This is an optimization exercise on Yosys and OpenROAD, whose aim is small area, not a production implementation.
In this exercise RTL edits were held to simulation tests only and were not proved equivalent to the original.
No driver is modelled on the clock port, so clocking that relies on it looks cheaper here than on a real chip.
No activity file was given, so power comes from the tool's default toggle rates.

==> design/flow/design.v <==
`default_nettype none
module debouncer(
    input  wire i_clk,
    input  wire i_rst,
    input  wire i_in,
    output wire o_rise
);
    reg q_in, r_in, r_last, different, o_deb;
    reg [2:0] timer;
    wire ztimer = (timer == 3'b000);
    wire first  = (timer == 3'b001);
    wire fb     = ztimer ? different
                : ((~timer[2] & timer[0]) | (timer[2] & timer[1] & ~timer[0]));
    always @(posedge i_clk)
        if (i_rst) begin
            q_in <= 1'b0;
            r_in <= 1'b0;
            r_last <= 1'b0;
            different <= 1'b0;
            o_deb <= 1'b0;
            timer <= 3'b000;
        end else begin
            q_in <= i_in;
            r_in <= q_in;
            r_last <= r_in;
            timer <= {timer[1:0], fb};
            different <= (different & ~ztimer) | (r_in ^ o_deb);
            if (ztimer)
                o_deb <= r_last;
        end
    assign o_rise = o_deb & first & ~(different ^ r_last);
endmodule
`default_nettype wire
`default_nettype wire
module Clock_Generator (
    input  clk,
    input  rst,
    input  btnU,
    input  btnC,
    input  btnD,
    output reg tick,
    output reg reset
);
    wire eU, eC, eD;
    debouncer dU (.i_clk(clk), .i_rst(rst), .i_in(btnU), .o_rise(eU));
    debouncer dC (.i_clk(clk), .i_rst(rst), .i_in(btnC), .o_rise(eC));
    debouncer dD (.i_clk(clk), .i_rst(rst), .i_in(btnD), .o_rise(eD));
    reg pause;
    reg [1:0] i;
    reg [2:0] counter;
    reg slow_clk;
    wire pause_n = pause ^ eC;
    reg  ge;
    always @(*) begin
        case (i)
            2'd0: ge = (counter == 3'd7);
            2'd1: ge = (counter >= 3'd3);
            2'd2: ge = (counter != 3'd0);
            default: ge = 1'b1;
        endcase
    end
    wire toggle = ~pause_n & ge;
    always @(posedge clk) begin
        if (rst) begin
            pause <= 1'b0;
            i <= 2'd0;
            counter <= 3'd0;
            slow_clk <= 1'b0;
            tick <= 1'b0;
            reset <= 1'b0;
        end else begin
            pause <= pause_n;
            if (eD)
                i <= 2'd0;
            else if (~pause_n & eU)
                i <= i + 2'd1;
            if (eD | toggle)
                counter <= 3'd0;
            else if (~pause_n)
                counter <= counter + 3'd1;
            if (toggle)
                slow_clk <= ~slow_clk;
            tick <= toggle & ~slow_clk;
            reset <= eD;
        end
    end
endmodule
module Counter(
    input clk,
    input rst,
    input tick,
    input reset,
    output [31:0] data
);
    reg [3:0] a0, a1, b2, b4, b6, b7;
    reg [2:0] b3, b5;
    function [3:0] inc10(input [3:0] d, input c);
        inc10 = d ^ {c & ((d[3] & d[0]) | (d[2] & d[1] & d[0])),
                     c & d[1] & d[0],
                     c & d[0] & ~d[3],
                     c};
    endfunction
    function [2:0] inc6(input [2:0] d, input c);
        inc6 = d ^ {c & d[0] & (d[2] | d[1]),
                    c & d[0] & ~d[2],
                    c};
    endfunction
    wire c0 = tick;
    wire c1 = c0 & a0[3] & a0[0];
    wire c2 = c1 & a1[3] & a1[0];
    wire c3 = c2 & b2[3] & b2[0];
    wire c4 = c3 & b3[2] & b3[0];
    wire c5 = c4 & b4[3] & b4[0];
    wire c6 = c5 & b5[2] & b5[0];
    wire c7 = c6 & b6[3] & b6[0];
    always @(posedge clk) begin
        if (rst | reset) begin
            a0 <= 4'd0; a1 <= 4'd0; b2 <= 4'd0; b3 <= 3'd0;
            b4 <= 4'd0; b5 <= 3'd0; b6 <= 4'd0; b7 <= 4'd0;
        end else begin
            a0 <= inc10(a0, c0);
            a1 <= inc10(a1, c1);
            b2 <= inc10(b2, c2);
            b3 <= inc6(b3, c3);
            b4 <= inc10(b4, c4);
            b5 <= inc6(b5, c5);
            b6 <= inc10(b6, c6);
            b7 <= inc10(b7, c7);
        end
    end
    assign data = {b7, b6, 1'b0, b5, b4, 1'b0, b3, b2, a1, a0};
endmodule
`default_nettype wire
module Seven_Seg(
    input clk,
    input rst,
    input [31:0] data,
    output [7:0] anode,
    output dp,
    output reg [6:0] cathode
);
    reg [6:0] lfsr;
    reg       step;    
    reg [2:0] idx;     
    reg       valid;   
    wire wrap = lfsr[6] & (lfsr[3:0] == 4'd0);    
    always @(posedge clk) begin
        if (rst) begin
            lfsr <= 7'd0;
            step <= 1'b0;
            idx <= 3'd7;
            valid <= 1'b0;
        end else begin
            lfsr <= wrap ? 7'd0 : {lfsr[5:0], ~(lfsr[6] ^ lfsr[3])};
            step <= wrap;
            if (step) begin
                idx <= idx + 3'd1;
                valid <= 1'b1;
            end
        end
    end
    wire [7:0] sel = valid ? (8'd1 << idx) : 8'd0;
    assign anode = ~sel;
    assign dp = ~(sel[2] | sel[4] | sel[6]);
    wire [3:0] d = ({4{sel[0]}} & data[3:0])   | ({4{sel[1]}} & data[7:4])
                 | ({4{sel[2]}} & data[11:8])  | ({4{sel[3]}} & data[15:12])
                 | ({4{sel[4]}} & data[19:16]) | ({4{sel[5]}} & data[23:20])
                 | ({4{sel[6]}} & data[27:24]) | ({4{sel[7]}} & data[31:28]);
    always @(*) begin
        case (d)
            4'h0: cathode = 7'b1000000;
            4'h1: cathode = 7'b1111001;
            4'h2: cathode = 7'b0100100;
            4'h3: cathode = 7'b0110000;
            4'h4: cathode = 7'b0011001;
            4'h5: cathode = 7'b0010010;
            4'h6: cathode = 7'b0000010;
            4'h7: cathode = 7'b1111000;
            4'h8: cathode = 7'b0000000;
            4'h9: cathode = 7'b0010000;
            4'hA: cathode = 7'b0100100;
            4'hB: cathode = 7'b0110000;
            4'hC: cathode = 7'b0011001;
            4'hD: cathode = 7'b0010010;
            4'hE: cathode = 7'b0000010;
            default: cathode = 7'b1111000;
        endcase
    end
endmodule
`default_nettype wire
`timescale 1ns / 1ps
module Top(
    input clk,
    input rst,
    input btnU,
    input btnC,
    input btnD,
    output dp,
    output [7:0] SevenSegAn,
    output [6:0] SevenSegCat
);
    wire tick, reset;
    Clock_Generator Clock_Generator_inst(.clk(clk), .rst(rst), .btnU(btnU), .btnC(btnC), .btnD(btnD), .tick(tick), .reset(reset));
    wire [31:0] data;
    Counter Counter_inst(.clk(clk), .rst(rst), .tick(tick), .reset(reset), .data(data));
    Seven_Seg Seven_Seg_inst(.clk(clk), .rst(rst), .data(data), .anode(SevenSegAn), .dp(dp), .cathode(SevenSegCat));
endmodule
==> design/flow/flow/run.sh <==
#!/bin/bash
# Own layout flow: the standard synthesis, then an area re-mapping of its
# combinational logic (registers untouched: same instances, names and cell
# types), then the standard layout steps with small port buffers and a clock
# tree without dummy loads. Each tool writes its own log in this folder.
set -euo pipefail
W=$(pwd)
F=$W/flow
R=$W/orfs/results/$FLOW_PLATFORM/Top/base
YOSYS=${YOSYS_EXE:-$(command -v yosys || echo /OpenROAD-flow-scripts/tools/install/yosys/bin/yosys)}
LIB=$FLOW_HOME/platforms/sky130hd/lib/sky130_fd_sc_hd__tt_025C_1v80.lib

bash standard.sh synth > $W/standard_synth.log 2>&1
cp $R/1_2_yosys.v $W/standard_synth_netlist.v

# Several re-mappings with different seeds; keep the smallest.
pids=()
for s in $(cat $F/seeds.txt); do
  sed "s/@SEED@/$s/" $F/abc.script > $W/abc_$s.script
  REMAP_LIB=$LIB REMAP_IN=$W/standard_synth_netlist.v REMAP_OUT=$W/remapped_$s.v \
  REMAP_ABC=$W/abc_$s.script $YOSYS -c $F/remap.tcl > $W/remap_$s.log 2>&1 &
  pids+=($!)
  if (( ${#pids[@]} >= 4 )); then
    for p in "${pids[@]}"; do wait $p || true; done
    pids=()
  fi
done
for p in "${pids[@]+"${pids[@]}"}"; do wait $p || true; done
nff=$(grep -cE 'sky130_fd_sc_hd__[a-z]*df[a-z0-9_]* ' $W/standard_synth_netlist.v)
best=""; bestA=""
for s in $(cat $F/seeds.txt); do
  [[ -f $W/remapped_$s.v ]] || continue
  grep -q "ERROR" $W/remap_$s.log && continue
  [[ $(grep -cE 'sky130_fd_sc_hd__[a-z]*df[a-z0-9_]* ' $W/remapped_$s.v) == $nff ]] || continue
  a=$(grep "Chip area for module" $W/remap_$s.log | tail -1 | awk '{print $NF}')
  # a mapping that lost its logic is not a candidate
  awk -v a=$a -v n=$nff 'BEGIN{exit !(a > n*20.02*1.3)}' || continue
  if [[ -z $best ]] || awk -v a=$a -v b=$bestA 'BEGIN{exit !(a < b)}'; then best=$s; bestA=$a; fi
done
echo "remap: seed $best area $bestA" > $W/remap_choice.log
if [[ -n $best ]]; then
  cp $W/remapped_$best.v $R/1_2_yosys.v
  rm -f $R/1_synth.odb
fi

export BUFFER_PORTS_ARGS="-buffer_cell sky130_fd_sc_hd__buf_1"
export CTS_ARGS="$(cat $F/cts_args.txt)"
export POST_CTS_TCL=$F/post_cts.tcl
bash standard.sh > $W/standard_layout.log 2>&1
==> design/flow/flow/abc.script <==
strash
&get -n
&deepsyn -T 15 -S @SEED@
&put
dch -f
&get -n
&nf -a -R 1000
&put
topo
==> design/flow/flow/cts_args.txt <==
-sink_clustering_enable -repair_clock_nets -dont_use_dummy_load -buf_list sky130_fd_sc_hd__clkbuf_4 -root_buf sky130_fd_sc_hd__clkbuf_4 -tree_buf sky130_fd_sc_hd__clkbuf_4 -sink_clustering_size 10 -sink_clustering_max_diameter 40
==> design/flow/flow/post_cts.tcl <==
# Upsize the clock tree's root buffer, then legalise the placement again.
set root [get_cells -quiet clkbuf_0_clk]
if { [llength $root] == 1 } {
  replace_cell $root sky130_fd_sc_hd__clkbuf_8
  detailed_placement
  check_placement -verbose
}
==> design/flow/flow/remap.tcl <==
# Re-map the combinational logic of the standard synthesis netlist for area.
# The flip-flops stay as they are: same instances, names and cell types.
set lib $::env(REMAP_LIB)
yosys read_liberty -ignore_miss_func $lib
yosys blackbox sky130_fd_sc_hd__*df* sky130_fd_sc_hd__*dl*
yosys read_verilog $::env(REMAP_IN)
yosys hierarchy -top $::env(FLOW_TOP)
yosys flatten
yosys opt_clean -purge
yosys abc -liberty $lib -dont_use *lpflow* -dont_use *probe* -script $::env(REMAP_ABC)
yosys opt_clean -purge
yosys hilomap -singleton -hicell sky130_fd_sc_hd__conb_1 HI -locell sky130_fd_sc_hd__conb_1 LO
yosys splitnets
yosys opt_clean -purge
yosys stat -liberty $lib
yosys write_verilog -noattr -nohex -nodec $::env(REMAP_OUT)
==> design/flow/flow/seeds.txt <==
1 2 3 4 5 6 7 8 9 10 11 12
==> design/flow/standard.sh <==
#!/bin/bash
# synth_recipe.tcl (not shown) runs the flow's synth.tcl, then flattens the netlist and writes it again
# the make line also repeats each setting of config.mk as NAME=value (left out here)
make -C /OpenROAD-flow-scripts/flow DESIGN_CONFIG=/design/flow/config.mk WORK_HOME=/design/flow/orfs CLKGATE_MAP_FILE= SYNTH_SCRIPT=/design/flow/synth_recipe.tcl "${@:-finish}"
==> design/flow/config.mk <==
export PLATFORM = sky130hd
export DESIGN_NAME = Top
export DESIGN_NICKNAME = Top
export VERILOG_FILES = /design/flow/design.v
export SDC_FILE = /design/flow/constraint.sdc
export NUM_CORES = 4
export LEC_CHECK = 0
export CAP_MARGIN = 20
export CORE_MARGIN = 2
export CORE_UTILIZATION = 40
export SLEW_MARGIN = 20
==> design/flow/constraint.sdc <==
create_clock -name core_clock -period 10.0 [get_ports {clk}]
set_input_delay 2.0000 -clock core_clock [delete_from_list [all_inputs] [get_ports {clk}]]
set_output_delay 2.0000 -clock core_clock [all_outputs]
set_load 0.01 [all_outputs]
==> notes.md, run 1 <==
- Status: no timing/DRC/antenna violations
- Core outline area: 7137 um2
- Synthesized area per cell: 8.881 um2
- Sw power: 0.0001006 W
- Relative slew slack: 0.4472
- Vias per cell: 5.132
- Port Buf Inserts: 20
- DP HPWL: 3.909 mm
- Req. time, crit path: 8000 ps
- Worst vdd rail ir drop: 0.09884 mV
- Critical path startpoint: Seven_Seg_inst.idx[0]
- Pleak: 1.163 nW
- Slew Limit Fails: 0
- Comb pwr share: 0.037
- Via count: 2340
- Nets: 364
- Die Area: 7958 um2
- Critical path fanouts, max: 10
- Vias in the first global route: 1983
- Skew final: 39.93 ps
- Ys Warns: 4
- Initial Util: 0.4069
- Setup TNS after final layout: 0 ps
- Clock network power share: 0.290
- Reg2reg start: Counter_inst.a0[0]
- Register area: 1501 um2
- Crit end category: output pin
- RSZ-0062 raised after global routing: false
- Initial antenna violation count: 0
- Antenna cells: 0
- Post-Synthesis Cells: 327
- Hold wc startpoint: Seven_Seg_inst.lfsr[4]
- DRT Pass-1 Iters: 5
- Hold Slack: 435.6 ps
- RD Place Congestion: 0.8330
- Slowest cell on crit path: nor2_1
- Routed wire length per instance: 12.21 um
- Crit path launch type: flip-flop
- Seq pwr share: 0.673
- Fmax: 199.6 MHz
- Final std cells w/o fill: 456
- P per Cell Area: 144.2 nW/um2
- Crit path DAT: 3010 ps
- Ports: 21
- First-pass GRT wire length: 9.280 mm
- Internal power: 0.0003589 W
- Sink Count: 75
- Grt ovf: 0
- Worst-path cell chain: clkinv_1, nor2_1, a222oi_1, a32oi_1, a21oi_1, nor2_1, clkinv_1, o22ai_1, and2_0, buf_1
- Largest stage delay, worst path: 520 ps
- DR iter-0 viols: 165
- WP buf/inv: 3
- Net Sw Frac: 0.2188
- Largest net degree at the start of global routing: 43
- ANT nets after route: 0
- Fill cell count: 721
- Final WL: 5.568 mm
- Crit Path Category: reg -> out
- Residual DRC: 0
- Die height: 89.21 um
- Slew @ Worst Pin: 829.2 ps
- Rows: 31
- Layout cells sized above 1: 0.03081
- Tmin final: 5009 ps
- Reg clk slew, reported paths: 120 ps
- Final hold vios: 0
- Crit path max-delay family: compound AO/OA/AOI/OAI gates
- Final number of setup-violating endpoints: 0
- TritonCTS clock tree: yes
- Die X: 89.21 um
- Synth Net Count: 332
- Multi-input logic area: 1376 um2
- Area Growth Syn to Fin: 9.694%
- Maxcap violations: 0
- Clk Latency, worst-skew pair: 350 ps
- Post-route clock period utilization: 0.5009
- Worst Hold Class: reg -> reg
- Gr usage total: 0.1519
- Inst Count DP: 447
- Cell Area, Synth: 2904 um2
==> through the flow <==
step / area [um2] / setup WS, ps / power, W / util
after global placement: 3112 / 5542 / 0.0003327 / 0.4360
after global routing: 3186 / 4686 / 0.0004816 / 0.4464
after floorplan: 2904 / 5582 / 0.0003268 / -
final: 3186 / 4991 / 0.0004595 / 0.4464
after detailed placement: 3112 / 5383 / 0.0003331 / 0.4360
==> power by group through the flow <==
stage                     Clock (W)  Combinational (W)  Sequential, W
after floorplan                   0          0.0000121       0.000315
after global placement            0          0.0000170       0.000316
after detailed placement          0          0.0000173       0.000316
after global routing       0.000152          0.0000193       0.000310
final                      0.000133          0.0000170       0.000309
==> worst reg2reg max path: cells and delay by family (launching register included) <==
kind / cells / cell delay (ps)
flops: 1 / 390
simple gates: 9 / 2330
compound gates: 2 / 220
==> layout by cell type (no fill, tap or decap), types with 2 or more instances in the layout <==
cell       n
a222oi_1   4
nor3_1    27
xor2_1     3
or2_0      2
nor4_1     3
o21ai_0    8
dfxtp_1   75
nor2_1    33
nor2b_1   27
o21a_1     6
nand2_1   23
o211ai_1   2
nand2b_1   7
and2_0     9
and3_1    16
a21o_1     3
nand3b_1   2
buf_1     19
xnor2_1    3
nand3_1    8
clkbuf_4   8
a211oi_1   3
clkinv_1   7
a22oi_1    3
a21oi_1   38
mux2i_1    3
o22ai_1    3
==> metal layers <==
metal  track usage  up-vias  wire, um
met3       0.06094        7       233
li1              -     1237         -
met1        0.2072     1063      2810
met2        0.2202       33      2444
met5             0        -         0
met4       0.04885        0        80
==> cell type report <==
type / count / area share
clock buffers: 9 / 0.02317
inverters: 7 / 0.008248
multi-input cells: 245 / 0.4320
flip-flops and latches: 75 / 0.4713
well taps: 99 / 0.03888
repair buffers: 21 / 0.02632
==> flip-flops by register name (all words and copies together) (netlist names), 2 cells and up <==
register and flops:
Clock_Generator_inst.dU.timer 3, Clock_Generator_inst.i 2, Counter_inst.a0 4, Seven_Seg_inst.lfsr 7
Counter_inst.b6 4, Counter_inst.b7 4, Counter_inst.b3 3, Seven_Seg_inst.idx 3
Counter_inst.a1 4, Clock_Generator_inst.dD.timer 3, Counter_inst.b2 4, Counter_inst.b4 4
Counter_inst.b5 3, Clock_Generator_inst.counter 3, Clock_Generator_inst.dC.timer 3
==> worst paths after layout <==
path,depth (start not counted),to,slack (ps)
setup / recovery,10,SevenSegCat[0],4990
hold / removal,1,Seven_Seg_inst.lfsr[5],440
setup reg to reg,11,Counter_inst.b7[1],6950
hold reg to reg,1,Seven_Seg_inst.lfsr[5],440
==> run 2, diff against run 1 <==
--- a/design/flow/design.v
+++ b/design/flow/design.v
@@ -6,27 +6,28 @@
     output wire o_rise
 );
-    reg q_in, r_in, r_last, different, o_deb;
-    reg [2:0] timer;
+    localparam [7:0] POL = 8'b0100_1010;
+    reg  [7:0] s;
+    wire [7:0] v = s ^ POL;
+    wire       q_in      = v[7];
+    wire       r_in      = v[6];
+    wire       r_last    = v[5];
+    wire       different = v[4];
+    wire [2:0] timer     = v[3:1];
+    wire       o_deb     = v[0];
     wire ztimer = (timer == 3'b000);
     wire first  = (timer == 3'b001);
     wire fb     = ztimer ? different
                 : ((~timer[2] & timer[0]) | (timer[2] & timer[1] & ~timer[0]));
+    wire [7:0] nv = {i_in,                                   
+                     q_in,                                   
+                     r_in,                                   
+                     (different & ~ztimer) | (r_in ^ o_deb), 
+                     timer[1:0], fb,                         
+                     ztimer ? r_last : o_deb};               
     always @(posedge i_clk)
-        if (i_rst) begin
-            q_in <= 1'b0;
-            r_in <= 1'b0;
-            r_last <= 1'b0;
-            different <= 1'b0;
-            o_deb <= 1'b0;
-            timer <= 3'b000;
-        end else begin
-            q_in <= i_in;
-            r_in <= q_in;
-            r_last <= r_in;
-            timer <= {timer[1:0], fb};
-            different <= (different & ~ztimer) | (r_in ^ o_deb);
-            if (ztimer)
-                o_deb <= r_last;
-        end
+        if (i_rst)
+            s <= POL;         
+        else
+            s <= nv ^ POL;
     assign o_rise = o_deb & first & ~(different ^ r_last);
 endmodule
--- a/design/flow/flow/run.sh
+++ b/design/flow/flow/run.sh
@@ -46,4 +46,3 @@
 export BUFFER_PORTS_ARGS="-buffer_cell sky130_fd_sc_hd__buf_1"
 export CTS_ARGS="$(cat $F/cts_args.txt)"
-export POST_CTS_TCL=$F/post_cts.tcl
 bash standard.sh > $W/standard_layout.log 2>&1
==> design/flow/flow/cts_args.txt (replaced) <==
-sink_clustering_enable -repair_clock_nets -dont_use_dummy_load -buf_list sky130_fd_sc_hd__clkbuf_8 -sink_clustering_size 40 -sink_clustering_max_diameter 200 -balance_levels
==> design/flow/flow/seeds.txt (replaced) <==
1 2 3 4
removed: design/flow/flow/post_cts.tcl
==> notes.md, run 2 <==
- Vias in the first global route: 2189 (+10%)
- Routed wire length per instance: 12.53 um (+2.6%)
- Clk Latency, worst-skew pair: 350 ps (about the same)
- DRT Pass-1 Iters: 4 (-1)
- Hold depth: 1 (unchanged)
- Relative slew slack: 0.6288 (+0.1816)
- Hold wc startpoint: Clock_Generator_inst.dD.s[7]
- Reg2reg start: Counter_inst.a0[0]
- Vias per cell: 5.156 (+0.47%)
- Sink Count: 75 (unchanged)
- Residual DRC: 0 (unchanged)
- Area Growth Syn to Fin: 11.64%
- Ys Warns: 4 (unchanged)
- Most frequent cells in the layout: 75 x dfxtp_1, 39 x nand2_1, 36 x a21oi_1, 30 x nor2_1, 23 x nor3_1
- Post-Synthesis Cells: 332 (+1.5%)
- Hold buffers post-CTS: 0
- Req. time, crit path: 8000 ps (about the same)
- Gr usage total: 0.1602 (+0.008275)
- Grt ovf: 0 (unchanged)
- Fmax: 210.8 MHz (+5.6%)
- Die height: 89.17 um (about the same)
- Core outline area: 7137 um2 (unchanged)
- Final hold vios: 0 (unchanged)
- DP HPWL: 4.105 mm (+5.0%)
- Crit end category: output pin
- Initial antenna violation count: 0 (unchanged)
- Internal power: 0.0003931 W (+9.5%)
- Clock network power share: 0.341 (+0.051)
- Ports: 21 (unchanged)
- Maxcap violations: 0 (unchanged)
- Synth Net Count: 337 (+1.5%)
- Port Buf Inserts: 20 (unchanged)
- Setup Buffers After CTS: 0
- Antenna cells: 0 (unchanged)
- Die Area: 7951 um2 (about the same)
- Worst vdd rail ir drop: 0.09396 mV (-4.9%)
- Seq pwr share: 0.622 (-0.051)
- Largest net degree at the start of global routing: 31 (-28%)
- Synthesized area per cell: 8.740 um2 (-1.6%)
- Htree depth: 3
- Net Sw Frac: 0.2136 (-0.005272)
- Slew Limit Fails: 0 (unchanged)
- P per Cell Area: 154.3 nW/um2 (+7.0%)
- Tmin final: 4743 ps (-265.8 ps)
- Status: no timing/DRC/antenna violations
- Reg clk slew, reported paths: 80 ps (-40 ps)
- Crit path launch type: flip-flop
- Setup TNS after final layout: 0 ps (unchanged)
- Sw power: 0.0001068 W (+6.2%)
- Slew @ Worst Pin: 555.7 ps (-273.5 ps)
- Commonest non-fill, non-tap cell in the layout: dfxtp_1
- Cell Area, Synth: 2902 um2 (about the same)
- Largest registers: Clock_Generator_inst.dC.s x8, Clock_Generator_inst.dD.s x8, Clock_Generator_inst.dU.s x8
- CTS buffer count: 9
- Pleak: 1.184 nW (+1.8%)
- RD Place Congestion: 0.8011 (-3.8%)
- ANT nets after route: 0 (unchanged)
- Via count: 2382 (+1.8%)
- Comb pwr share: 0.037 (about the same)
- R2R Path End: Counter_inst.b7[3]
- Initial Util: 0.4066 (about the same)
- Final WL: 5.790 mm (+4.0%)
- R2R depth: 11 (unchanged)
- RSZ-0062 raised after global routing: false
- Die X: 89.17 um (about the same)
- Layout cells sized above 1: 0.03030 (-0.0005093)
- Critical path fanouts, max: 9 (-1)
- TritonCTS clock tree: yes
- Root Buffer: clkbuf_8
- Crit path DAT: 2740 ps (-270 ps)
- R2R Setup Slk: 7000 ps (+50 ps)
- Crit Path Category: reg -> out
- First-pass GRT wire length: 9.770 mm (+5.3%)
- Pwr Total: 0.0004999 W (+8.8%)
- Skew final: 28.53 ps (-11.39 ps)
- Rows: 31 (unchanged)
- Nets: 370 (+1.6%)
- Post-route clock period utilization: 0.4743 (-0.02658)
- Worst Hold Class: reg -> reg
- DR iter-0 viols: 121 (-27%)
- Post-CTS resize count: 0
- Fill cell count: 749 (+3.9%)
- Deepest clock path buffer count: 2
- Worst Hold End: Clock_Generator_inst.dD.s[6]
- Final number of setup-violating endpoints: 0 (unchanged)
## run 2: power by group through the flow
stage	combinational [W]	sequential, W	clock [W]
4_1_cts	0.0000189	0.000311	0.000179
6_report	0.0000187	0.000311	0.000170
2_1_floorplan	0.0000131	0.000316	0
5_1_grt	0.0000216	0.000312	0.000191
3_5_place_dp	0.0000189	0.000317	0
3_3_place_gp	0.0000186	0.000317	0
## run 2: layout make-up
cell class	count	area [um2]	area share
clock buffer	9	123.9	0.03824
tap	99	123.9	0.03824
sequential	75	1501	0.4635
multi-input combinational	249	1370	0.4229
inverter	8	30.03	0.009270
timing repair buffer	22	90.09	0.02781
## run 2: worst max-delay path by stage
stage | slack, ps | cells past startpoint | to | from
4_1_cts | 5250 | 10 | SevenSegCat[0] | Seven_Seg_inst.idx[0]
5_1_grt | 4900 | 10 | SevenSegCat[0] | Seven_Seg_inst.idx[0]
3_3_place_gp | 5740 | 10 | SevenSegCat[0] | Seven_Seg_inst.idx[0]
2_1_floorplan | 5880 | 9 | SevenSegCat[0] | Seven_Seg_inst.idx[0]
3_5_place_dp | 5660 | 11 | SevenSegCat[0] | Seven_Seg_inst.idx[0]
6_report | 5260 | 10 | SevenSegCat[0] | Seven_Seg_inst.idx[0]
## run 2: per-stage QoR
| step | cells | utilization | worst slack (ps) | hold WS, ps | instance area [um2] |
|---|---|---|---|---|---|
| 2_1_floorplan | 332 | - | 5875 | 351.7 | 2902 |
| 3_3_place_gp | 453 | 0.4365 | 5736 | 353.0 | 3115 |
| 4_1_cts | 462 | 0.4539 | 5249 | 379.6 | 3239 |
| 5_1_grt | 462 | 0.4539 | 4895 | 396.7 | 3239 |
| 6_report | 462 | 0.4539 | 5257 | 373.2 | 3239 |
| 3_5_place_dp | 453 | 0.4365 | 5662 | 362.6 | 3115 |
## run 2: critical path, stage by stage, from the launching register on
cell	delay [ps]
dfxtp_1	460
nor2b_1	510
nand2_1	110
a311o_1	370
o221ai_1	120
or2_0	230
o21a_1	170
nand2b_1	80
nand2_1	80
and2_0	120
buf_1	140
## run 2: layer usage
layer,vias up,part of all wire,global-route usage
li1,1237,-,-
met1,1092,0.47,0.1876
met2,45,0.48,0.2734
met3,8,0.044,0.05448
met4,0,0.011,0.05563
met5,-,0,0
==> run 3, diff against run 2 <==
==> design/flow/flow/cts_args.txt (replaced) <==
-repair_clock_nets -dont_use_dummy_load -buf_list sky130_fd_sc_hd__clkbuf_8
==> notes.md, run 3 <==
- Fill cell count: 749 (unchanged)
- Largest net degree at the start of global routing: 31 (unchanged)
- Htree depth: 3 (unchanged)
- Slowest cell on crit path: nor2b_1
- Setup ws final: 5257 ps (unchanged)
- Grt ovf: 0 (unchanged)
- Ports: 21 (unchanged)
- Hold buffers post-CTS: 0 (unchanged)
- Die Area: 7951 um2 (unchanged)
- P per Cell Area: 154.3 nW/um2 (unchanged)
- R2R Path End: Counter_inst.b7[3]
- Initial Util: 0.4066 (unchanged)
- ANT nets after route: 0 (unchanged)
- Post-route clock period utilization: 0.4743 (unchanged)
- Commonest non-fill, non-tap cell in the layout: dfxtp_1
- Crit Path Category: reg -> out
- Most frequent CP cell: nand2_1
- Slew Limit Fails: 0 (unchanged)
- Crit path DAT: 2740 ps (about the same)
- Worst Hold Class: reg -> reg
- Final number of setup-violating endpoints: 0 (unchanged)
- Relative slew slack: 0.6288 (unchanged)
- Deepest clock path buffer count: 2 (unchanged)
- Cell count along the critical path: 10 (unchanged)
- Register area: 1501 um2 (unchanged)
- Setup Buffers After CTS: 0 (unchanged)
- Inst Count DP: 453 (unchanged)
- R2R Setup Slk: 7000 ps (about the same)
- Reg2reg start: Counter_inst.a0[0]
- Final WL: 5.790 mm (unchanged)
- Initial antenna violation count: 0 (unchanged)
- Area Growth Syn to Fin: 11.64% (unchanged)
- Req. time, crit path: 8000 ps (about the same)
- Via count: 2382 (unchanged)
- Gr usage total: 0.1602 (unchanged)
- Tmin final: 4743 ps (unchanged)
- Root Buffer: clkbuf_8
- DRT Pass-1 Iters: 4 (unchanged)
- TritonCTS clock tree: yes
- Worst vdd rail ir drop: 0.09396 mV (unchanged)
- Slew @ Worst Pin: 555.7 ps (unchanged)
- Critical path fanouts, max: 9 (unchanged)
- Fmax: 210.8 MHz (unchanged)
- Finished Core Util: 0.4539 (unchanged)
- First-pass GRT wire length: 9.770 mm (unchanged)
- Worst Setup Slack post-DPL: 5662 ps (unchanged)
- Die X: 89.17 um (unchanged)
- Hold Slack: 373.2 ps (unchanged)
- Residual DRC: 0 (unchanged)
- Multi-input logic area: 1370 um2 (unchanged)
- WP buf/inv: 1 (unchanged)
- Routed wire length per instance: 12.53 um (unchanged)
- Status: no timing/DRC/antenna violations
- RD Place Congestion: 0.8011 (unchanged)
- Port Buf Inserts: 20 (unchanged)
- DP HPWL: 4.105 mm (unchanged)
- Worst-path cell chain: nor2b_1, nand2_1, a311o_1, o221ai_1, or2_0, o21a_1, nand2b_1, nand2_1, and2_0, buf_1
- Rows: 31 (unchanged)
- Vias in the first global route: 2189 (unchanged)
- Largest stage delay, worst path: 510 ps (about the same)
- Pleak: 1.184 nW (unchanged)
- Critical path startpoint: Seven_Seg_inst.idx[0]
- R2R depth: 11 (unchanged)
- Nets: 370 (unchanged)
- Layout cells sized above 1: 0.03030 (unchanged)
- Crit path launch type: flip-flop
- DR iter-0 viols: 121 (unchanged)
- Setup TNS after final layout: 0 ps (unchanged)
- Post-Synthesis Cells: 332 (unchanged)
- Maxcap violations: 0 (unchanged)
- Core outline area: 7137 um2 (unchanged)
- RSZ-0062 raised after global routing: false
- Largest registers: Clock_Generator_inst.dC.s x8, Clock_Generator_inst.dD.s x8, Clock_Generator_inst.dU.s x8
- Synth Net Count: 337 (unchanged)
- CTS buffer count: 9 (unchanged)
- Synthesized area per cell: 8.740 um2 (unchanged)
- Crit path max-delay family: simple AND/OR/NAND/NOR gates
- Final std cells w/o fill: 462 (unchanged)
- Post-CTS resize count: 0 (unchanged)
- Cell Area, Synth: 2902 um2 (unchanged)
- Critical Path End: SevenSegCat[0]
- Vias per cell: 5.156 (unchanged)
- Final hold vios: 0 (unchanged)
- Ys Warns: 4 (unchanged)
- Antenna cells: 0 (unchanged)
- Crit end category: output pin
- Skew final: 28.53 ps (unchanged)
- Most frequent cells in the layout: 75 x dfxtp_1, 39 x nand2_1, 36 x a21oi_1, 30 x nor2_1, 23 x nor3_1
- Clk Latency, worst-skew pair: 350 ps (about the same)
- Reg clk slew, reported paths: 80 ps (about the same)
- Die height: 89.17 um (unchanged)
- Sink Count: 75 (unchanged)
## run 3: cell type report
cell class,count,share of cell area
well taps,99,0.03824
inverters,8,0.009270
flip-flops and latches,75,0.4635
clock buffers,9,0.03824
multi-input cells,249,0.4229
repair buffers,22,0.02781
## run 3: routing by layer
metal  GRT usage  share of wire  vias up
li1            -              -     1237
met1      0.1876           0.47     1092
met2      0.2734           0.48       45
met3     0.05448          0.044        8
met4     0.05563          0.011        0
met5           0              0        -
## run 3: worst min path at each step
stage	start	to	slack [ps]	cells past startpoint
finish	Clock_Generator_inst.dD.s[7]	Clock_Generator_inst.dD.s[6]	370	1
global route	Clock_Generator_inst.dD.s[7]	Clock_Generator_inst.dD.s[6]	400	1
CTS	Clock_Generator_inst.dD.s[7]	Clock_Generator_inst.dD.s[6]	380	1
detailed placement	Clock_Generator_inst.dD.s[7]	Clock_Generator_inst.dD.s[6]	360	1
global placement	Clock_Generator_inst.dD.s[7]	Clock_Generator_inst.dD.s[6]	350	1
floorplan	Clock_Generator_inst.dC.s[7]	Clock_Generator_inst.dC.s[6]	350	1
## run 3: stage by stage
stage	power, W	cell area [um2]
floorplan	0.0003292	2902
global placement	0.0003360	3115
detailed placement	0.0003362	3115
CTS	0.0005090	3239
global route	0.0005246	3239
finish	0.0004999	3239
## run 3: where the power goes
group,switching [W],total (W),internal [W]
logic,0.0000113,0.0000187,0.00000743
registers,0.00000518,0.000311,0.000306
clock network,0.0000903,0.000170,0.0000802
==> run 4, diff against run 3 <==
==> design/flow/flow/cts_args.txt (replaced) <==
-sink_clustering_enable -repair_clock_nets -dont_use_dummy_load -buf_list sky130_fd_sc_hd__clkbuf_4 -root_buf sky130_fd_sc_hd__clkbuf_4 -tree_buf sky130_fd_sc_hd__clkbuf_4 -sink_clustering_size 10 -sink_clustering_max_diameter 40
==> design/flow/flow/seeds.txt (replaced) <==
1 2 3 4 5 6 7 8 9 10 11 12 13 14 15 16
==> notes.md, run 4 <==
- Status: no timing/DRC/antenna violations
- Sink Count: 75 (unchanged)
- Final WL: 5.671 mm (-2.1%)
- Largest registers: Clock_Generator_inst.dC.s x8, Clock_Generator_inst.dD.s x8, Clock_Generator_inst.dU.s x8
- Setup Buffers After CTS: 0 (unchanged)
- Req. time, crit path: 8000 ps (about the same)
- Port Buf Inserts: 20 (unchanged)
- RSZ-0062 raised after global routing: false
- Slew @ Worst Pin: 511.3 ps (-44.42 ps)
- First-pass GRT wire length: 9.211 mm (-5.7%)
- Cell Area, Synth: 2903 um2 (about the same)
- Vias per cell: 5.182 (+0.50%)
- Gr usage total: 0.1502 (-0.009987)
- Hold Slack: 391.3 ps (+18.07 ps)
- Post-CTS resize count: 0 (unchanged)
- Ys Warns: 4 (unchanged)
- Root Buffer: clkbuf_4
- Maxcap violations: 0 (unchanged)
- Residual DRC: 0 (unchanged)
- Ports: 21 (unchanged)
- Most frequent cells in the layout: 75 x dfxtp_1, 39 x a21oi_1, 36 x nor2_1, 26 x nand2_1, 25 x nor3_1
- CTS buffer count: 9 (unchanged)
- Crit Path Category: reg -> out
- Fmax: 208.9 MHz (-0.91%)
- TritonCTS clock tree: yes
- Hold buffers post-CTS: 0 (unchanged)
- Fill cell count: 735 (-1.9%)
- Antenna cells: 0 (unchanged)
- Vias in the first global route: 2076 (-5.2%)
- P per Cell Area: 143.4 nW/um2 (-7.1%)
- Nets: 370 (unchanged)
- Crit path DAT: 2790 ps (+50 ps)
- Core outline area: 7137 um2 (unchanged)
- RD Place Congestion: 0.8825 (+10%)
- Pleak: 1.183 nW (-0.16%)
- Post-Synthesis Cells: 332 (unchanged)
- Critical path fanouts, max: 10 (+1)
- Worst vdd rail ir drop: 0.08931 mV (-5.0%)
- DP HPWL: 4.013 mm (-2.2%)
- Worst Hold Class: reg -> reg
- Final std cells w/o fill: 462 (unchanged)
- DRT Pass-1 Iters: 4 (unchanged)
- Area Growth Syn to Fin: 9.698%
- Commonest non-fill, non-tap cell in the layout: dfxtp_1
- Die Area: 7954 um2 (about the same)
- Grt ovf: 0 (unchanged)
- DR iter-0 viols: 133 (+9.9%)
- Post-route clock period utilization: 0.4786 (+0.004341)
- Reg clk slew, reported paths: 110 ps (+30 ps)
- Placed inst area: 3117 um2 (about the same)
- Synth Net Count: 337 (unchanged)
- Crit end category: output pin
- Setup TNS after final layout: 0 ps (unchanged)
- Final hold vios: 0 (unchanged)
- Routed wire length per instance: 12.27 um (-2.1%)
- Initial Util: 0.4067 (about the same)
- ANT nets after route: 0 (unchanged)
- Die height: 89.19 um (about the same)
- Relative slew slack: 0.6585 (+0.02967)
- Finished layout cell area: 3184 um2 (-1.7%)
- Largest net degree at the start of global routing: 43 (+39%)
- Synthesized area per cell: 8.743 um2 (about the same)
- Pwr Total: 0.0004567 W (-8.7%)
- Htree depth: 3 (unchanged)
- Tmin final: 4786 ps (+43.41 ps)
- Layout cells sized above 1: 0.03030 (unchanged)
- Inst Count DP: 453 (unchanged)
- Clk Latency, worst-skew pair: 410 ps (+60 ps)
- Deepest clock path buffer count: 2 (unchanged)
- Die X: 89.19 um (about the same)
- Slew Limit Fails: 0 (unchanged)
- Initial antenna violation count: 0 (unchanged)
- Via count: 2394 (+0.50%)
- Final number of setup-violating endpoints: 0 (unchanged)
- Crit path launch type: flip-flop
- Rows: 31 (unchanged)
- Skew final: 38.70 ps (+10.17 ps)
==> run 4: per-stage QoR <==
step	setup WS, ps	utilization
global route	4908	0.4462
detailed placement	5724	0.4367
floorplan	5898	-
finish	5214	0.4462
CTS	5264	0.4462
global placement	5770	0.4367
==> run 4: where the power goes <==
group	leakage, nW	internal (W)	switching [W]
clock	0.0414	0.0000419	0.0000880
combinational	0.533	0.00000725	0.00000978
sequential	0.609	0.000305	0.00000484
==> run 4: metal layers <==
layer	global-route usage	part of all wire	vias to the layer above
met5	0	0	-
met4	0.04885	0.019	0
met3	0.06279	0.047	10
met2	0.2242	0.45	41
met1	0.1974	0.48	1111
li1	-	-	1232
==> run 4: critical path: stages (launching register included) <==
cell	delay [ps]
dfxtp_1	520
nor2b_1	480
and2_0	320
a32oi_1	110
o2111ai_1	250
nor2_1	110
nor2_1	160
nand2_1	90
nand2_1	100
and2_0	120
buf_1	150
==> run 4: area by class of cell <==
class / count / area (um2) / share of cell area
inverters: 10 / 37.54 / 0.01179
flip-flops and latches: 75 / 1501 / 0.4715
multi-input cells: 247 / 1364 / 0.4283
clock buffers: 9 / 67.56 / 0.02122
repair buffers: 22 / 90.09 / 0.02829
well taps: 99 / 123.9 / 0.03890
==> run 4: path summary, 6_finish.rpt <==
kind | startpoint | end | slack, ps | cells past startpoint
setup reg to reg | Counter_inst.a0[3] | Counter_inst.b7[3] | 6970 | 11
hold / removal | Clock_Generator_inst.dU.s[7] | Clock_Generator_inst.dU.s[6] | 390 | 1
hold reg to reg | Clock_Generator_inst.dU.s[7] | Clock_Generator_inst.dU.s[6] | 390 | 1
setup / recovery | Seven_Seg_inst.valid | SevenSegCat[0] | 5210 | 10
==> run 5, diff against run 4 <==
--- a/design/flow/design.v
+++ b/design/flow/design.v
@@ -6,28 +6,27 @@
     output wire o_rise
 );
-    localparam [7:0] POL = 8'b0100_1010;
-    reg  [7:0] s;
-    wire [7:0] v = s ^ POL;
-    wire       q_in      = v[7];
-    wire       r_in      = v[6];
-    wire       r_last    = v[5];
-    wire       different = v[4];
-    wire [2:0] timer     = v[3:1];
-    wire       o_deb     = v[0];
+    reg q_in, r_in, r_last, different, o_deb;
+    reg [2:0] timer;
     wire ztimer = (timer == 3'b000);
     wire first  = (timer == 3'b001);
     wire fb     = ztimer ? different
                 : ((~timer[2] & timer[0]) | (timer[2] & timer[1] & ~timer[0]));
-    wire [7:0] nv = {i_in,                                   
-                     q_in,                                   
-                     r_in,                                   
-                     (different & ~ztimer) | (r_in ^ o_deb), 
-                     timer[1:0], fb,                         
-                     ztimer ? r_last : o_deb};               
     always @(posedge i_clk)
-        if (i_rst)
-            s <= POL;         
-        else
-            s <= nv ^ POL;
+        if (i_rst) begin
+            q_in <= 1'b0;
+            r_in <= 1'b0;
+            r_last <= 1'b0;
+            different <= 1'b0;
+            o_deb <= 1'b0;
+            timer <= 3'b000;
+        end else begin
+            q_in <= i_in;
+            r_in <= q_in;
+            r_last <= r_in;
+            timer <= {timer[1:0], fb};
+            different <= (different & ~ztimer) | (r_in ^ o_deb);
+            if (ztimer)
+                o_deb <= r_last;
+        end
     assign o_rise = o_deb & first & ~(different ^ r_last);
 endmodule
==> design/flow/flow/run.sh (replaced) <==
#!/bin/bash
# Own layout flow: the standard synthesis, then an area re-mapping of its
# combinational logic (registers untouched: same instances, names and cell
# types), then the standard layout steps with small port buffers and a clock
# tree without dummy loads. Each tool writes its own log in this folder.
set -euo pipefail
W=$(pwd)
F=$W/flow
R=$W/orfs/results/$FLOW_PLATFORM/Top/base
YOSYS=${YOSYS_EXE:-$(command -v yosys || echo /OpenROAD-flow-scripts/tools/install/yosys/bin/yosys)}
LIB=$FLOW_HOME/platforms/sky130hd/lib/sky130_fd_sc_hd__tt_025C_1v80.lib
FF_RE='sky130_fd_sc_hd__[a-z]*df[a-z0-9_]* '

bash standard.sh synth > $W/standard_synth.log 2>&1
cp $R/1_2_yosys.v $W/standard_synth_netlist.v
nff=$(grep -cE "$FF_RE" $W/standard_synth_netlist.v)

# One round: re-map netlist $1 with each seed in $3 (4 at a time), tagged $2;
# prints "area file" of the smallest valid result.
remap_round() {
  local in=$1 tag=$2 seeds=$3 pids=() s a best="" bestA=""
  for s in $seeds; do
    sed "s/@SEED@/$s/" $F/abc.script > $W/abc_${tag}_$s.script
    REMAP_LIB=$LIB REMAP_IN=$in REMAP_OUT=$W/remapped_${tag}_$s.v \
    REMAP_ABC=$W/abc_${tag}_$s.script $YOSYS -c $F/remap.tcl > $W/remap_${tag}_$s.log 2>&1 &
    pids+=($!)
    if (( ${#pids[@]} >= 4 )); then
      for p in "${pids[@]}"; do wait $p || true; done
      pids=()
    fi
  done
  for p in "${pids[@]+"${pids[@]}"}"; do wait $p || true; done
  for s in $seeds; do
    [[ -f $W/remapped_${tag}_$s.v ]] || continue
    grep -q "ERROR" $W/remap_${tag}_$s.log && continue
    [[ $(grep -cE "$FF_RE" $W/remapped_${tag}_$s.v) == $nff ]] || continue
    a=$(grep "Chip area for module" $W/remap_${tag}_$s.log | tail -1 | awk '{print $NF}')
    # a mapping that lost its logic is not a candidate
    awk -v a=$a -v n=$nff 'BEGIN{exit !(a > n*20.02*1.3)}' || continue
    if [[ -z $best ]] || awk -v a=$a -v b=$bestA 'BEGIN{exit !(a < b)}'; then
      best=$W/remapped_${tag}_$s.v; bestA=$a
    fi
  done
  echo "$bestA $best"
}

# Several rounds, each starting from the best netlist so far.
cur=$W/standard_synth_netlist.v; curA=999999
round=0
for seeds in "$(cat $F/seeds.txt)" "21 22 23 24 25 26 27 28" "31 32 33 34 35 36 37 38"; do
  round=$((round+1))
  read -r a f <<< "$(remap_round $cur r$round "$seeds")"
  echo "round $round: best ${a:-none} ${f:-}" >> $W/remap_choice.log
  if [[ -n "${f:-}" ]] && awk -v a=$a -v b=$curA 'BEGIN{exit !(a < b)}'; then
    cur=$f; curA=$a
  fi
done
echo "chosen: $curA $cur" >> $W/remap_choice.log
if [[ $cur != $W/standard_synth_netlist.v ]]; then
  cp $cur $R/1_2_yosys.v
  rm -f $R/1_synth.odb
fi

export BUFFER_PORTS_ARGS="-buffer_cell sky130_fd_sc_hd__buf_1"
export CTS_ARGS="$(cat $F/cts_args.txt)"
export POST_CTS_TCL=$F/post_cts.tcl
bash standard.sh > $W/standard_layout.log 2>&1
==> design/flow/flow/post_cts.tcl (new file) <==
set slew_limit 0.110
set changed 0
for {set iter 0} {$iter < 6} {incr iter} {
  estimate_parasitics -placement
  set worst_inst ""
  set worst 0
  foreach inst [get_cells clkbuf_*] {
    if { [get_property $inst ref_name] == "sky130_fd_sc_hd__clkbuf_8" } { continue }
    set out [get_pins -of_objects $inst -filter "direction == output"]
    set net [get_nets -of_objects $out]
    foreach l [get_pins -of_objects $net -filter "direction == input"] {
      set s [get_property $l slew_max]
      if { $s > $worst } { set worst $s; set worst_inst $inst }
    }
  }
  puts "post_cts: worst clock load slew $worst at [expr {$worst_inst eq "" ? "-" : [get_full_name $worst_inst]}]"
  if { $worst <= $slew_limit || $worst_inst eq "" } { break }
  replace_cell $worst_inst sky130_fd_sc_hd__clkbuf_8
  puts "post_cts: upsized [get_full_name $worst_inst] to clkbuf_8"
  set changed 1
}
if { $changed } {
  detailed_placement
  check_placement -verbose
  estimate_parasitics -placement
}
==> design/flow/flow/seeds.txt (replaced) <==
1 2 3 4 5 6 7 8 9 10 11 12
==> notes.md, run 5 <==
- Tmin final: 5045 ps (+258.2 ps)
- Crit path DAT: 3040 ps (+250 ps)
- Critical path fanouts, max: 10 (unchanged)
- GRT met1 Usage: 0.1816 (-0.01576)
- Pleak: 1.138 nW (-3.8%)
- Slew Limit Fails: 0 (unchanged)
- Worst vdd rail ir drop: 0.09448 mV (+5.8%)
- P per Cell Area: 144.9 nW/um2 (+1.0%)
- RSZ-0062 raised after global routing: false
- Maxcap violations: 0 (unchanged)
- Crit Path Category: reg -> out
- Final number of setup-violating endpoints: 0 (unchanged)
- Synthesized area per cell: 8.862 um2 (+1.4%)
- Placed inst area: 3112 um2 (-0.16%)
- Most frequent cells in the layout: 75 x dfxtp_1, 34 x a21oi_1, 32 x nor2_1, 29 x nor3_1
- Die height: 89.12 um (about the same)
- Ports: 21 (unchanged)
- Final hold vios: 0 (unchanged)
- Reg2reg start: Counter_inst.a0[0]
- Clock network power share: 0.301 (+0.016)
- Largest net degree at the start of global routing: 41 (-4.7%)
- Rows: 31 (unchanged)
- DRT Pass-1 Iters: 4 (unchanged)
- ANT nets after route: 0 (unchanged)
- First-pass GRT wire length: 8.845 mm (-4.0%)
- Status: no timing/DRC/antenna violations
- Fmax: 198.2 MHz (-5.1%)
- Nets: 365 (-1.4%)
- R2R Path End: Counter_inst.b7[3]
- Internal power: 0.0003663 W (+3.5%)
- DP HPWL: 3.684 mm (-8.2%)
- Die X: 89.12 um (about the same)
- Net Sw Frac: 0.2095 (-0.01530)
- Worst Hold Class: reg -> reg
- Post-route clock period utilization: 0.5045 (+0.02582)
- Slowest cell on crit path: nor2_1
- Core outline area: 7137 um2 (unchanged)
- Met3 usage: 0.06371 (+0.0009234)
- Antenna cells: 0 (unchanged)
- Initial Util: 0.4060 (-0.0007013)
- TritonCTS clock tree: yes
- Seq pwr share: 0.664 (-0.014)
- Critical Path End: SevenSegCat[0]
- Req. time, crit path: 8000 ps (about the same)
- Commonest non-fill, non-tap cell in the layout: dfxtp_1
- GR peak layer: met2
- Slew @ Worst Pin: 654.2 ps (+143.0 ps)
- Relative slew slack: 0.5622 (-0.09621)
- Vias in the first global route: 1945 (-6.3%)
- Max FFs per register: 7
- Ys Warns: 4 (unchanged)
- Post-Synthesis Cells: 327 (-1.5%)
- Setup TNS after final layout: 0 ps (unchanged)
- Grt met2 use: 0.2229 (-0.001347)
- WP buf/inv: 2 (+1)
- Area Growth Syn to Fin: 10.36%
- Cell count along the critical path: 10 (unchanged)
- R2R Setup Slk: 6720 ps (-250 ps)
- Routed wire length per instance: 11.50 um (-6.3%)
- DR iter-0 viols: 140 (+5.3%)
- Synth Net Count: 332 (-1.5%)
- Setup ws final: 4955 ps (-258.2 ps)
- Via count: 2321 (-3.0%)
- Crit path max-delay family: compound AO/OA/AOI/OAI gates
- Die Area: 7941 um2 (-0.16%)
- Grt ovf: 0 (unchanged)
- Skew final: 27.33 ps (-11.37 ps)
- Comb pwr share: 0.035 (-0.002)
- Largest Register: Seven_Seg_inst.lfsr
- Crit path launch type: flip-flop
- Critical path startpoint: Seven_Seg_inst.idx[0]
- Sink Count: 75 (unchanged)
- Vias per cell: 5.079 (-2.0%)
- Gr usage total: 0.1441 (-0.006037)
- Crit end category: output pin
- Initial antenna violation count: 0 (unchanged)
- Residual DRC: 0 (unchanged)
- RD Place Congestion: 0.8501 (-3.7%)
- Largest stage delay, worst path: 530 ps (about the same)
- R2R depth: 11 (unchanged)
- Sw power: 0.00009708 W (-5.4%)
- Layout cells sized above 1: 0.03073 (+0.0004232)
- Cell Area, Synth: 2898 um2 (-0.17%)
- Hold Slack: 421.3 ps (+29.94 ps)
- Port Buf Inserts: 20 (unchanged)
- Worst-path cell chain: clkinv_1, nor2_1, a222oi_1, a32oi_1, a21oi_1, a31oi_1, nand3_1, o21ai_0, nor2b_1, buf_1
- Reg clk slew, reported paths: 80 ps (-30 ps)
- Final WL: 5.255 mm (-7.3%)
- Clk Latency, worst-skew pair: 340 ps (-70 ps)
- Worst Setup Slack post-DPL: 5360 ps (-363.8 ps)
- Finished layout cell area: 3198 um2 (+0.43%)
-- run 5: worst register-to-register path: stages (launching register included) --
cell	delay [ps]
dfxtp_1	460
and3_1	250
and2_0	330
and3_1	360
and3_1	250
and3_1	290
and3_1	230
and3_1	290
and3_1	300
and3_1	200
nor2_1	40
a211oi_1	190
-- run 5: per-layer routing --
layer / routed length [um] / vias to the layer above
met1: 2583 / 1027
met5: 0 / -
li1: - / 1235
met4: 77 / 0
met2: 2334 / 53
met3: 260 / 6
-- run 5: power by group through the flow --
| stage | logic (W) | clock network [W] | registers (W) |
|---|---|---|---|
| detailed placement | 0.0000164 | 0 | 0.000315 |
| finish | 0.0000161 | 0.000140 | 0.000308 |
| global placement | 0.0000160 | 0 | 0.000315 |
| global route | 0.0000185 | 0.000162 | 0.000309 |
| floorplan | 0.0000111 | 0 | 0.000314 |
-- run 5: how the worst min path moves through the flow --
| stage | startpoint | to | cells after the start |
|---|---|---|---|
| finish | Seven_Seg_inst.lfsr[4] | Seven_Seg_inst.lfsr[5] | 1 |
| global route | Seven_Seg_inst.lfsr[5] | Seven_Seg_inst.lfsr[6] | 1 |
| detailed placement | Clock_Generator_inst.slow_clk | Clock_Generator_inst.tick | 1 |
| global placement | Seven_Seg_inst.lfsr[4] | Seven_Seg_inst.lfsr[5] | 1 |
| floorplan | Clock_Generator_inst.slow_clk | Clock_Generator_inst.tick | 1 |
-- run 5: final cells by class --
type,count,area [um2]
Fill cell,751,3939
Sequential cell,75,1501
Multi-Input combinational cell,238,1344
Tap cell,99,123.9
Timing Repair Buffer,22,90.09
Clock buffer,9,86.33
Inverter,14,52.55
-- run 5: metrics by stage --
step	total power, W	utilization	instances
after floorplan	0.0003250	-	327
after global placement	0.0003307	0.4360	448
after detailed placement	0.0003310	0.4360	448
after global routing	0.0004892	0.4481	457
final	0.0004634	0.4481	457
==> run 6, diff against run 5 <==
==> design/flow/flow/post_cts.tcl (replaced) <==
set slew_limit 0.115
set changed 0
for {set iter 0} {$iter < 6} {incr iter} {
  estimate_parasitics -placement
  set worst 0
  set worst_pin ""
  foreach pin [get_pins -of_objects [all_registers] -filter "name == CLK"] {
    set s [get_property $pin slew_max]
    if { $s > $worst } { set worst $s; set worst_pin $pin }
  }
  puts "post_cts: worst flip-flop clock pin slew $worst"
  if { $worst <= $slew_limit || $worst_pin eq "" } { break }
  set net [get_nets -of_objects $worst_pin]
  set drv [get_cells -of_objects [get_pins -of_objects $net -filter "direction == output"]]
  if { [get_property $drv ref_name] == "sky130_fd_sc_hd__clkbuf_8" } {
    set drv [get_cells clkbuf_0_clk]
    if { [get_property $drv ref_name] == "sky130_fd_sc_hd__clkbuf_8" } { break }
  }
  replace_cell $drv sky130_fd_sc_hd__clkbuf_8
  puts "post_cts: upsized [get_full_name $drv] to clkbuf_8"
  set changed 1
}
if { $changed } {
  detailed_placement
  check_placement -verbose
  estimate_parasitics -placement
}
==> notes.md, run 6 <==
- Crit path launch type: flip-flop
- Reg clk slew, reported paths: 80 ps (about the same)
- Final number of setup-violating endpoints: 0 (unchanged)
- Crit end category: output pin
- Crit Path Category: reg -> out
- Pwr Total: 0.0004592 W (-0.90%)
- Die height: 89.12 um (unchanged)
- Worst vdd rail ir drop: 0.09415 mV (-0.34%)
- Req. time, crit path: 8000 ps (about the same)
- Worst-path cell chain: clkinv_1, nor2_1, a222oi_1, a32oi_1, a21oi_1, a31oi_1, nand3_1, o21ai_0, nor2b_1, buf_1
- Initial Util: 0.4060 (unchanged)
- Setup TNS after final layout: 0 ps (unchanged)
- Crit path DAT: 3090 ps (+50 ps)
- Slew Limit Fails: 0 (unchanged)
- Ports: 21 (unchanged)
- Commonest non-fill, non-tap cell in the layout: dfxtp_1
- First-pass GRT wire length: 8.845 mm (unchanged)
- Most frequent cells in the layout: 75 x dfxtp_1, 34 x a21oi_1, 32 x nor2_1, 29 x nor3_1
- Slowest cell on crit path: nor2_1
- DR iter-0 viols: 126 (-10%)
- Layout cells sized above 1: 0.03073 (unchanged)
- Critical path fanouts, max: 10 (unchanged)
- Vias in the first global route: 1936 (-0.46%)
- Largest Register: Seven_Seg_inst.lfsr
- RSZ-0062 raised after global routing: false
- Largest net degree at the start of global routing: 41 (unchanged)
- Clock network power share: 0.295 (-0.006)
- Hold wc startpoint: Seven_Seg_inst.lfsr[4]
- Area Growth Syn to Fin: 10.15%
- Cell Area, Synth: 2898 um2 (unchanged)
- Tmin final: 5092 ps (+47.37 ps)
- Worst Hold End: Seven_Seg_inst.lfsr[5]
- Worst Hold Class: reg -> reg
- Port Buf Inserts: 20 (unchanged)
- WP buf/inv: 2 (unchanged)
- Vias per cell: 5.070 (-0.17%)
- Relative slew slack: 0.5745 (+0.01225)
- Synthesized area per cell: 8.862 um2 (unchanged)
- Nets: 365 (unchanged)
- RD Place Congestion: 0.8501 (unchanged)
- Post-Synthesis Cells: 327 (unchanged)
- Net Sw Frac: 0.2128 (+0.003353)
- Hold depth: 1 (unchanged)
- Fmax: 196.4 MHz (-0.93%)
- Status: no timing/DRC/antenna violations
- Pleak: 1.135 nW (-0.23%)
- Internal power: 0.0003615 W (-1.3%)
- Post-route clock period utilization: 0.5092 (+0.004737)
- Final WL: 5.258 mm (about the same)
- Crit path max-delay family: compound AO/OA/AOI/OAI gates
- Sink Count: 75 (unchanged)
- Synth Net Count: 332 (unchanged)
- Core outline area: 7137 um2 (unchanged)
- Ys Warns: 4 (unchanged)
- Clk Latency, worst-skew pair: 400 ps (+60 ps)
- R2R Setup Slk: 6730 ps (about the same)
- Slew @ Worst Pin: 635.9 ps (-18.30 ps)
- Met3 usage: 0.06094 (-0.002770)
- DRT Pass-1 Iters: 5 (+1)
- ANT nets after route: 0 (unchanged)
- Skew final: 27.20 ps (-0.1287 ps)
- Sw power: 0.00009774 W (+0.68%)
- GR peak layer: met2
- Routed wire length per instance: 11.51 um (about the same)
- Die X: 89.12 um (unchanged)
- Max FFs per register: 7 (unchanged)
- Gr usage total: 0.1434 (-0.0007678)
- Maxcap violations: 0 (unchanged)
- R2R Path End: Counter_inst.b7[3]
- GRT met1 Usage: 0.1816 (unchanged)
- Reg2reg start: Counter_inst.a0[0]
- R2R depth: 11 (unchanged)
- DP HPWL: 3.684 mm (unchanged)
- TritonCTS clock tree: yes
- Seq pwr share: 0.670 (+0.006)
- P per Cell Area: 143.9 nW/um2 (-0.71%)
- Die Area: 7941 um2 (unchanged)
- Final hold vios: 0 (unchanged)
- Rows: 31 (unchanged)
- Via count: 2317 (-0.17%)
- Largest stage delay, worst path: 520 ps (about the same)
- Critical path startpoint: Seven_Seg_inst.idx[0]
- Grt ovf: 0 (unchanged)
- Initial antenna violation count: 0 (unchanged)
- Grt met2 use: 0.2222 (-0.0006734)
- Comb pwr share: 0.035 (about the same)
- Antenna cells: 0 (unchanged)
- Residual DRC: 0 (unchanged)
## run 6: how the worst max path moves through the flow
| stage | endpoint | depth (start not counted) |
|---|---|---|
| global placement | SevenSegCat[0] | 10 |
| finish | SevenSegCat[0] | 10 |
| detailed placement | SevenSegCat[0] | 10 |
| floorplan | SevenSegCat[0] | 9 |
| global route | SevenSegCat[0] | 10 |
## run 6: power by group through the flow
stage | combinational (W) | sequential, W | clock, W
3_3_place_gp | 0.0000160 | 0.000315 | 0
2_1_floorplan | 0.0000111 | 0.000314 | 0
3_5_place_dp | 0.0000164 | 0.000315 | 0
5_1_grt | 0.0000185 | 0.000309 | 0.000157
6_report | 0.0000161 | 0.000308 | 0.000135
## run 6: per-layer routing
metal / share of wire / vias to the layer above
met5: 0 / -
met4: 0.017 / 0
met3: 0.048 / 7
met2: 0.45 / 46
met1: 0.49 / 1029
li1: - / 1235
## run 6: metrics by stage
stage               hold slack, ps  std cells    util  area [um2]  setup slack (ps)
global route                 449.0        457  0.4472        3192              4583
finish                       421.6        457  0.4472        3192              4908
floorplan                    404.1        327       -        2898              5609
global placement             411.6        448  0.4360        3112              5564
detailed placement           420.4        448  0.4360        3112              5360
## run 6: area by class of cell
class / instances / area, um2
sequential: 75 / 1501
fill: 753 / 3945
timing repair buffer: 22 / 90.09
tap: 99 / 123.9
inverter: 14 / 52.55
clock buffer: 9 / 80.08
multi-input combinational: 238 / 1344
==> run 7, diff against run 6 <==
--- a/design/flow/flow/run.sh
+++ b/design/flow/flow/run.sh
@@ -48,5 +48,5 @@
 cur=$W/standard_synth_netlist.v; curA=999999
 round=0
-for seeds in "$(cat $F/seeds.txt)" "21 22 23 24 25 26 27 28" "31 32 33 34 35 36 37 38"; do
+for seeds in "$(cat $F/seeds.txt)" "21 22 23 24 25 26 27 28" "31 32 33 34 35 36 37 38" "41 42 43 44 45 46 47 48" "51 52 53 54 55 56 57 58"; do
   round=$((round+1))
   read -r a f <<< "$(remap_round $cur r$round "$seeds")"
==> notes.md, run 7 <==
- Status: no timing/DRC/antenna violations
- Cell Area, Synth: 2898 um2 (unchanged)
- Synthesized area per cell: 8.862 um2 (unchanged)
- Synth Net Count: 332 (unchanged)
- Worst Hold Class: reg -> reg
- DRT Pass-1 Iters: 5 (unchanged)
- Net Sw Frac: 0.2128 (unchanged)
- Critical path fanouts, max: 10 (unchanged)
- Fill cell count: 753 (unchanged)
- Maxcap violations: 0 (unchanged)
- Residual DRC: 0 (unchanged)
- First-pass GRT wire length: 8.845 mm (unchanged)
- Sw power: 0.00009774 W (unchanged)
- Final number of setup-violating endpoints: 0 (unchanged)
- Largest net degree at the start of global routing: 41 (unchanged)
- Initial antenna violation count: 0 (unchanged)
- Placed inst area: 3112 um2 (unchanged)
- Hold wc startpoint: Seven_Seg_inst.lfsr[4]
- Reg clk slew, reported paths: 80 ps (about the same)
- Post-Synthesis Cells: 327 (unchanged)
- Post-route clock period utilization: 0.5092 (unchanged)
- Finished layout cell area: 3192 um2 (unchanged)
- Commonest non-fill, non-tap cell in the layout: dfxtp_1
- DP HPWL: 3.684 mm (unchanged)
- Die X: 89.12 um (unchanged)
- R2R Path End: Counter_inst.b7[3]
- Layout cells sized above 1: 0.03073 (unchanged)
- Comb pwr share: 0.035 (about the same)
- P per Cell Area: 143.9 nW/um2 (unchanged)
- Largest Register: Seven_Seg_inst.lfsr
- Gr usage total: 0.1434 (unchanged)
- Setup ws final: 4908 ps (unchanged)
- Worst Setup Slack post-DPL: 5360 ps (unchanged)
- Req. time, crit path: 8000 ps (about the same)
- Fmax: 196.4 MHz (unchanged)
- TritonCTS clock tree: yes
- Max FFs per register: 7 (unchanged)
- Area Growth Syn to Fin: 10.15% (unchanged)
- Ys Warns: 4 (unchanged)
- Final hold vios: 0 (unchanged)
- Seq pwr share: 0.670 (about the same)
- Nets: 365 (unchanged)
- Worst Hold End: Seven_Seg_inst.lfsr[5]
- DR iter-0 viols: 126 (unchanged)
- Skew final: 27.20 ps (unchanged)
- Crit path DAT: 3090 ps (about the same)
- Setup TNS after final layout: 0 ps (unchanged)
- ANT nets after route: 0 (unchanged)
- Final WL: 5.258 mm (unchanged)
- Most frequent cells in the layout: 75 x dfxtp_1, 34 x a21oi_1, 32 x nor2_1, 29 x nor3_1
- Slew Limit Fails: 0 (unchanged)
- Worst vdd rail ir drop: 0.09415 mV (unchanged)
- Hold depth: 1 (unchanged)
- Die height: 89.12 um (unchanged)
- Pleak: 1.135 nW (unchanged)
- Clock network power share: 0.295 (about the same)
- Hold Slack: 421.6 ps (unchanged)
- Rows: 31 (unchanged)
- RSZ-0062 raised after global routing: false
- Relative slew slack: 0.5745 (unchanged)
- Via count: 2317 (unchanged)
- Crit Path Category: reg -> out
- Grt ovf: 0 (unchanged)
- Vias per cell: 5.070 (unchanged)
- Vias in the first global route: 1936 (unchanged)
- Crit end category: output pin
- Internal power: 0.0003615 W (unchanged)
- Sink Count: 75 (unchanged)
- Core outline area: 7137 um2 (unchanged)
- Reg2reg start: Counter_inst.a0[0]
- R2R Setup Slk: 6730 ps (about the same)
- R2R depth: 11 (unchanged)
- RD Place Congestion: 0.8501 (unchanged)
- Pwr Total: 0.0004592 W (unchanged)
- Die Area: 7941 um2 (unchanged)
- Clk Latency, worst-skew pair: 400 ps (about the same)
- Port Buf Inserts: 20 (unchanged)
- Tmin final: 5092 ps (unchanged)
- Crit path launch type: flip-flop
- Slew @ Worst Pin: 635.9 ps (unchanged)
- Antenna cells: 0 (unchanged)
- Routed wire length per instance: 11.51 um (unchanged)
- Ports: 21 (unchanged)
- Initial Util: 0.4060 (unchanged)
-- run 7: area by class of cell --
| type | instances | area, um2 | share of cell area |
|---|---|---|---|
| Inverter | 14 | 52.55 | 0.01646 |
| Clock buffer | 9 | 80.08 | 0.02509 |
| Multi-Input combinational cell | 238 | 1344 | 0.4210 |
| Timing Repair Buffer | 22 | 90.09 | 0.02822 |
| Tap cell | 99 | 123.9 | 0.03881 |
| Sequential cell | 75 | 1501 | 0.4704 |
-- run 7: worst max-delay path by stage --
stage | from | to | cells after the start
finish | Seven_Seg_inst.idx[0] | SevenSegCat[0] | 10
global placement | Seven_Seg_inst.idx[0] | SevenSegCat[0] | 10
floorplan | Seven_Seg_inst.idx[0] | SevenSegCat[0] | 9
detailed placement | Seven_Seg_inst.idx[0] | SevenSegCat[0] | 10
global route | Seven_Seg_inst.idx[0] | SevenSegCat[0] | 10
-- run 7: routing by layer --
metal,vias up,track usage,routed length (um)
met3,7,0.06094,253
met2,46,0.2222,2350
met4,0,0.04478,87
li1,1235,-,-
met1,1029,0.1816,2566
met5,-,0,0
-- run 7: power by group through the flow --
stage               registers [W]  logic [W]  clock network (W)
finish                   0.000308  0.0000161           0.000135
global route             0.000309  0.0000185           0.000157
detailed placement       0.000315  0.0000164                  0
global placement         0.000315  0.0000160                  0
floorplan                0.000314  0.0000111                  0
-- run 7: through the flow --
stage / std cells / utilization
global route: 457 / 0.4472
finish: 457 / 0.4472
floorplan: 327 / -
global placement: 448 / 0.4360
detailed placement: 448 / 0.4360
-- run 7: worst max-delay path: stages, from the launching register on --
cell and delay (ps):
dfxtp_1 440, clkinv_1 170, nor2_1 520, a222oi_1 230, a32oi_1 420, a21oi_1 150, a31oi_1 230, nand3_1 120
o21ai_0 120, nor2b_1 150, buf_1 160

[separate check: timing with driven ports]
The flow's constraints put no driver on any port. The routed layouts listed below were extracted and timed again, unchanged, in two steps. Step 1: set_driving_cell puts a clkbuf_16 on clk and a buf_2 on each other input, an assumption about the parent block. Step 2, shift: input delay + t, output delay - t, t = (earliest + latest rising clock arrival at the registers) / 2. This alone moves slack from input paths to output paths. a / b / c = ideal ports / drivers / drivers and shift; a / b = the first two.
| run | shift t [ns] | slack for setup (ns) | hold slack, ns | latest minus earliest clock arrival (ns) | worst data-port slew with drivers (ns) |
|---|---|---|---|---|---|
| run 1 | 0.362 | 4.991 / 4.961 / 5.323 | 0.436 / 0.436 / 0.436 | 0.040 / 0.040 | 0.03 |
| run 2 | 0.362 | 5.257 / 5.229 / 5.591 | 0.373 / 0.373 / 0.373 | 0.030 / 0.030 | 0.03 |
| run 3 | 0.362 | 5.257 / 5.229 / 5.591 | 0.373 / 0.373 / 0.373 | 0.030 / 0.030 | 0.03 |
| run 4 | 0.415 | 5.214 / 5.187 / 5.602 | 0.391 / 0.391 / 0.391 | 0.039 / 0.040 | 0.03 |
| run 5 | 0.351 | 4.955 / 4.928 / 5.279 | 0.421 / 0.421 / 0.421 | 0.028 / 0.027 | 0.03 |
| run 6 | 0.416 | 4.908 / 4.883 / 5.299 | 0.422 / 0.422 / 0.422 | 0.028 / 0.028 | 0.03 |
| run 7 | 0.416 | 4.908 / 4.883 / 5.299 | 0.422 / 0.422 / 0.422 | 0.028 / 0.028 | 0.03 |
After both steps every run listed still meets setup and hold.
